This design comes from an exercise in tuning for small area, a short achievable clock period and few clock cycles on the open sky130 flow, not from production work.
The RTL was checked by simulation tests, not by an equivalence proof against the original design.
Power and IR drop assume default switching activity.

## JK
==> flow/design.v <==
`timescale 1ns / 1ps
module sync_fifo (
	input				Clk,
	input				Rst,
	output reg			InBus_Rdy,
	input				InBus_Val,
	input				InBus_Eop,
	input [7:0]			InBus_Mod,
	input [63:0]		InBus_Dat,
	output				wr,
	input [2:0]			free,		 
	output reg [63:0]	slot0,
	output reg [63:0]	slot1,
	output reg [63:0]	slot2,
	output reg [2:0]	eop,		 
	output reg [8:0]	last,		 
	output reg [2:0]	val,
	output reg [2:0]	wp			 
);
assign wr = InBus_Val && InBus_Rdy;
wire [2:0]	wsel     = wr ? wp : 3'b000;
wire [2:0]	load     = InBus_Rdy ? wp : 3'b000;
wire [2:0]	val_next = (val & ~free) | wsel;
wire [2:0]	wp_next  = wr ? {wp[1:0], wp[2]} : wp;
wire [2:0]	last_in  = InBus_Mod[2:0] - 3'd1;	 
always @(posedge Clk)
begin
	if (load[0]) begin slot0 <= InBus_Dat; eop[0] <= InBus_Eop; last[2:0] <= last_in; end
	if (load[1]) begin slot1 <= InBus_Dat; eop[1] <= InBus_Eop; last[5:3] <= last_in; end
	if (load[2]) begin slot2 <= InBus_Dat; eop[2] <= InBus_Eop; last[8:6] <= last_in; end
end
always @(posedge Clk)
begin
	if (Rst)
	begin
		val			<= 3'b000;
		wp			<= 3'b001;
		InBus_Rdy	<= 1'b1;
	end
	else
	begin
		val			<= val_next;
		wp			<= wp_next;
		InBus_Rdy	<= ~|(val_next & wp_next);
	end
end
endmodule
`timescale 1ns / 1ps
module receive_packet (
	input				Rst,
	input				Clk,
	input				wr,
	input				InBus_Sop,
	input				InBus_Eop,
	input [7:0]			InBus_Mod,
	input [15:0]		InBus_Len,
	output reg			InBus_Error
);
reg [15:0]	beat_length;	 
wire		mod_bad = InBus_Eop ? (InBus_Mod > 8'd8) : (InBus_Mod != 8'd0);
wire [3:0]	beat_bytes = (InBus_Mod[3:0] == 4'd0) ? 4'd8 : InBus_Mod[3:0];
wire [15:0]	rest_length = beat_length - 16'd8;
wire [15:0]	cur_len = InBus_Sop ? InBus_Len : rest_length;
always @(posedge Clk)
begin
	if (wr)
		beat_length	<= cur_len;
end
always @(posedge Clk)
begin
	if (Rst)
		InBus_Error	<= 1'b0;
	else if (wr && (mod_bad || (InBus_Eop && (cur_len != {12'b0, beat_bytes}))))
		InBus_Error	<= 1'b1;
end
endmodule
`timescale 1ns / 1ps
module out_packet (	 
    input 						Rst,   
    input 						Clk,   
	input [63:0]				slot0,
	input [63:0]				slot1,
	input [63:0]				slot2,
	input [2:0]					eop,
	input [8:0]					last,
	input [2:0]					val,
	output [2:0]				free,
    output reg					OutBus_Val,   
    output reg					OutBus_Sop,   
    output reg					OutBus_Eop,   
    output reg [3:0]			OutBus_Mod,   
    output reg [63:0]			OutBus_Dat,   
    output reg [15:0] 			OutBus_PktLen,   
    output reg [7:0] 			OutBus_PktType   
    );
reg [2:0]		s;			 
reg [2:0]		a;			 
reg				insub;		 
reg [15:3]		rem;		 
reg				fit;		 
wire [2:0]		s1 = {s[1:0], s[2]};
wire [2:0]		s2 = {s[0], s[2:1]};
wire [63:0]		cur = ({64{s[0]}} & slot0) | ({64{s[1]}} & slot1) | ({64{s[2]}} & slot2);
wire [63:0]		nxt = ({64{s[2]}} & slot0) | ({64{s[0]}} & slot1) | ({64{s[1]}} & slot2);
wire			cur_val = |(s & val);
wire			nxt_val = |(s1 & val);
wire			cur_eop = |(s & eop);
wire			nxt_eop = |(s1 & eop);
wire [2:0]		cur_last = ({3{s[0]}} & last[2:0]) | ({3{s[1]}} & last[5:3]) | ({3{s[2]}} & last[8:6]);
wire [2:0]		nxt_last = ({3{s[2]}} & last[2:0]) | ({3{s[0]}} & last[5:3]) | ({3{s[1]}} & last[8:6]);
reg [63:0]		lane_mask;
always @*
begin
	case (a)
	3'd0: lane_mask = 64'hFFFF_FFFF_FFFF_FFFF;
	3'd1: lane_mask = 64'h00FF_FFFF_FFFF_FFFF;
	3'd2: lane_mask = 64'h0000_FFFF_FFFF_FFFF;
	3'd3: lane_mask = 64'h0000_00FF_FFFF_FFFF;
	3'd4: lane_mask = 64'h0000_0000_FFFF_FFFF;
	3'd5: lane_mask = 64'h0000_0000_00FF_FFFF;
	3'd6: lane_mask = 64'h0000_0000_0000_FFFF;
	default: lane_mask = 64'h0000_0000_0000_00FF;
	endcase
end
wire [63:0]		merged = (cur & lane_mask) | (nxt & ~lane_mask);
wire [127:0]	rot2   = {merged, merged} << {a, 3'b000};
wire [63:0]		beat   = rot2[127:64];
wire [15:0]		hdr_len  = beat[63:48];
wire [7:0]		hdr_type = beat[47:40];
reg [3:0]		hk;		 
reg				hle8;	 
integer			l;
always @*
begin
	hk   = 4'd0;
	hle8 = 1'b0;
	for (l = 0; l < 8; l = l + 1)
		if (a == l)
		begin
			if (cur[63-8*l -: 8] == 8'd0 &&
				((l < 7) ? (cur[55-8*l -: 8] <= 8'd8) : (nxt[63:56] <= 8'd8)))
			begin
				hle8 = 1'b1;
				hk   = (l < 7) ? cur[51-8*l -: 4] : nxt[59:56];
			end
			else
				hk   = 4'd8;
		end
end
wire			rle8  = (rem == 13'd1) || (rem == 13'd2 && OutBus_PktLen[2:0] == 3'd0);
wire [3:0]		rk    = rle8 ? {1'b0, OutBus_PktLen[2:0]} | {rem[4], 3'b000} : 4'd8;
wire			le8   = insub ? rle8 : hle8;
wire [3:0]		k     = insub ? rk : hk;
wire [3:0]		p     = {1'b0, a} + k;
wire			pge8  = (k >= 4'd8 - {1'b0, a});
wire			span  = (k > 4'd8 - {1'b0, a}) || (!insub && (a[2:1] == 2'b11));
wire			go    = cur_val && (nxt_val || fit);
wire [3:0]		k_cur = {1'b0, cur_last} + 4'd1 - {1'b0, a};
wire [3:0]		k_nxt = {1'b0, nxt_last} + 4'd9 - {1'b0, a};
wire			jump_cur = le8 && cur_eop && (k == k_cur);
wire			jump_nxt = le8 && nxt_eop && (k == k_nxt);
wire			jump  = jump_cur || jump_nxt;
wire [63:0]		keep  = ~(64'hFFFF_FFFF_FFFF_FFFF >> {k, 3'b000});
assign free = ({3{go && (pge8 || jump)}} & s) | ({3{go && jump_nxt}} & s1);
always @(posedge Clk)
begin
	OutBus_Sop		<= !insub;
	OutBus_Eop		<= le8;
	OutBus_Mod		<= k;
	OutBus_Dat		<= beat & keep;
	if (go && !insub)
	begin
		OutBus_PktLen	<= hdr_len;
		OutBus_PktType	<= hdr_type;
	end
	if (go)
		rem			<= insub ? rem - 13'd1 : hdr_len[15:3];
end
always @(posedge Clk)
begin
	if (Rst)
	begin
		s			<= 3'b001;
		a			<= 3'd3;
		insub		<= 1'b0;
		fit			<= 1'b0;
		OutBus_Val	<= 1'b0;
	end
	else
	begin
		OutBus_Val	<= go;
		fit			<= !go && cur_val && !span;
		if (go)
		begin
			insub	<= !le8;
			if (jump)
			begin
				s		<= jump_nxt ? s2 : s1;
				a		<= 3'd3;
			end
			else
			begin
				if (pge8)
					s	<= s1;
				a		<= p[2:0];
			end
		end
	end
end
endmodule
`timescale 1ns / 1ps
module packet_chopper
(
    input 					Rst,   
    input 					Clk,   
    output 					InBus_Rdy,   
    input 					InBus_Val,   
    input 					InBus_Sop,   
    input 					InBus_Eop,   
    input [7:0]				InBus_Mod,   
    input [63:0]			InBus_Dat,   
    output 					OutBus_Val,   
    output 					OutBus_Sop,   
    output 					OutBus_Eop,   
    output [3:0]			OutBus_Mod,   
    output [63:0]			OutBus_Dat,   
    output [15:0] 			OutBus_PktLen,   
    output [7:0] 			OutBus_PktType,   
    output 					Error				 
    );
wire [63:0]		slot0, slot1, slot2;
wire [2:0]		slot_val;
wire [2:0]		slot_eop;
wire [8:0]		slot_last;
wire [2:0]		slot_wp;
wire [2:0]		slot_free;
wire			wr;
sync_fifo ring_inst (
	.Clk		(Clk),
	.Rst		(Rst),
	.InBus_Rdy	(InBus_Rdy),
	.InBus_Val	(InBus_Val),
	.InBus_Eop	(InBus_Eop),
	.InBus_Mod	(InBus_Mod),
	.InBus_Dat	(InBus_Dat),
	.wr			(wr),
	.free		(slot_free),
	.slot0		(slot0),
	.slot1		(slot1),
	.slot2		(slot2),
	.eop		(slot_eop),
	.last		(slot_last),
	.val		(slot_val),
	.wp			(slot_wp)
);
receive_packet recv_packet_inst (
	.Rst		(Rst),
	.Clk		(Clk),
	.wr			(wr),
	.InBus_Sop	(InBus_Sop),
	.InBus_Eop	(InBus_Eop),
	.InBus_Mod	(InBus_Mod),
	.InBus_Len	(InBus_Dat[63:48]),
	.InBus_Error(Error)
);
out_packet out_packet_inst (
	.Rst			(Rst),
	.Clk			(Clk),
	.slot0			(slot0),
	.slot1			(slot1),
	.slot2			(slot2),
	.eop			(slot_eop),
	.last			(slot_last),
	.val			(slot_val),
	.free			(slot_free),
	.OutBus_Val		(OutBus_Val),
	.OutBus_Sop		(OutBus_Sop),
	.OutBus_Eop		(OutBus_Eop),
	.OutBus_Mod		(OutBus_Mod),
	.OutBus_Dat		(OutBus_Dat),
	.OutBus_PktLen	(OutBus_PktLen),
	.OutBus_PktType	(OutBus_PktType)
);
endmodule
clock: 10.0 ns
lec_check: 0
abc_area: 1
cap_margin: 20
core_margin: 2
core_utilization: 45
place_density: 0.65
slew_margin: 20
standard.sh (not shown) runs the stock make flow with config.mk's settings and CLKGATE_MAP_FILE= SYNTH_SCRIPT=/design/flow/synth_recipe.tcl, a recipe that flattens the netlist after the stock synthesis.
==> flow/flow/run.sh <==
#!/bin/bash
# The standard layout with these changes:
#  - the port buffers are buf_1 cells rather than the delay buffers
#    buffer_ports picks by default.
# Each make run's full output goes to its own log file here.
set -euo pipefail
B="BUFFER_PORTS_ARGS=-buffer_cell sky130_fd_sc_hd__buf_1"
bash standard.sh SETUP_SLACK_MARGIN=7 "$B" cts > make_cts.log 2>&1
bash standard.sh SETUP_SLACK_MARGIN=0 "$B" finish > make_finish.log 2>&1
JK ended with every stage complete and zero timing, DRC or antenna violations.
Testbench counts of JK, summed over its fixed seeds: cycles 9,508.
--- input diff JK..MS ---
- swapping 0.65 for 0.55 in PLACE_DENSITY
- swapping 45 for 35 in CORE_UTILIZATION
--- a/flow/flow/run.sh
+++ b/flow/flow/run.sh
@@ -8 +8 @@
-bash standard.sh SETUP_SLACK_MARGIN=7 "$B" cts > make_cts.log 2>&1
+bash standard.sh SETUP_SLACK_MARGIN=6.5 "$B" cts > make_cts.log 2>&1
- Measured against MS, the static power due to leakage of JK comes out at 1.10 times the reference value.
- Maximum clock frequency in MS is 2.0% higher than in JK
- Global-route usage: higher on JK
- Going from JK to MS, starting utilization of the core area moved down, fraction of power consumed by combinational cells lost 3.2 points, row count saw an increase.
## Diff of input files: AL against MS
- CORE_UTILIZATION changed from 35 to 45
- PLACE_DENSITY changed from 0.55 to 0.65
Notes after the runs:
Looking at tap cell count across AL and MS, the one that comes out higher is MS.
Going from MS to AL, critical path data arrival time shows no meaningful change, total instance count after detailed placement shows a reduction of 147, cell area shows a reduction of 240 sq um.
AL ran to completion and came out clean on the timing, design-rule and antenna checks.
Here is what was changed in the inputs of TR compared with AL.
- changing PLACE_DENSITY from 0.65 to 0.72
- changing CORE_UTILIZATION from 45 to 55
==> results.txt <==
Compared with AL, in TR wire length of the first global-routing pass went down by 5.6%, post-detailed-routing wire length decreased about 6%.
Max number of global-route vias before repair across AL and TR: AL

[port drivers added, routing unchanged]
How much do the figures lean on ideal ports? The routed layouts below were timed once more, with nothing changed but the port constraints. Step 1 (the two cells are an assumption about what drives the block):
set clk [get_ports {Clk}]
set_driving_cell -lib_cell sky130_fd_sc_hd__clkbuf_16 $clk
set_driving_cell -lib_cell sky130_fd_sc_hd__buf_2 [delete_from_list [all_inputs] $clk]
Step 2 also shifts input and output timing later by t, the mid clock arrival at the registers, as if the neighbouring blocks saw the same clock. a / b / c = ideal / step 1 / step 2; a / b = the first two.
| run | t, ns | setup WS [ns] | worst slew at a driven data input, ns |
|---|---|---|---|
| JK | 0.603 | 6.171 / 6.171 / 5.991 | 0.09 |
| MS | 0.609 | 6.245 / 6.245 / 5.898 | 0.07 |
| AL | 0.607 | 6.246 / 6.246 / 5.801 | 0.09 |
| TR | 0.575 | 6.059 / 6.059 / 5.890 | 0.06 |
After both steps every run listed still meets setup and hold. For AL, which loses most, drivers alone change the setup slack by 0.000 ns; drivers and shift together by -0.445 ns.
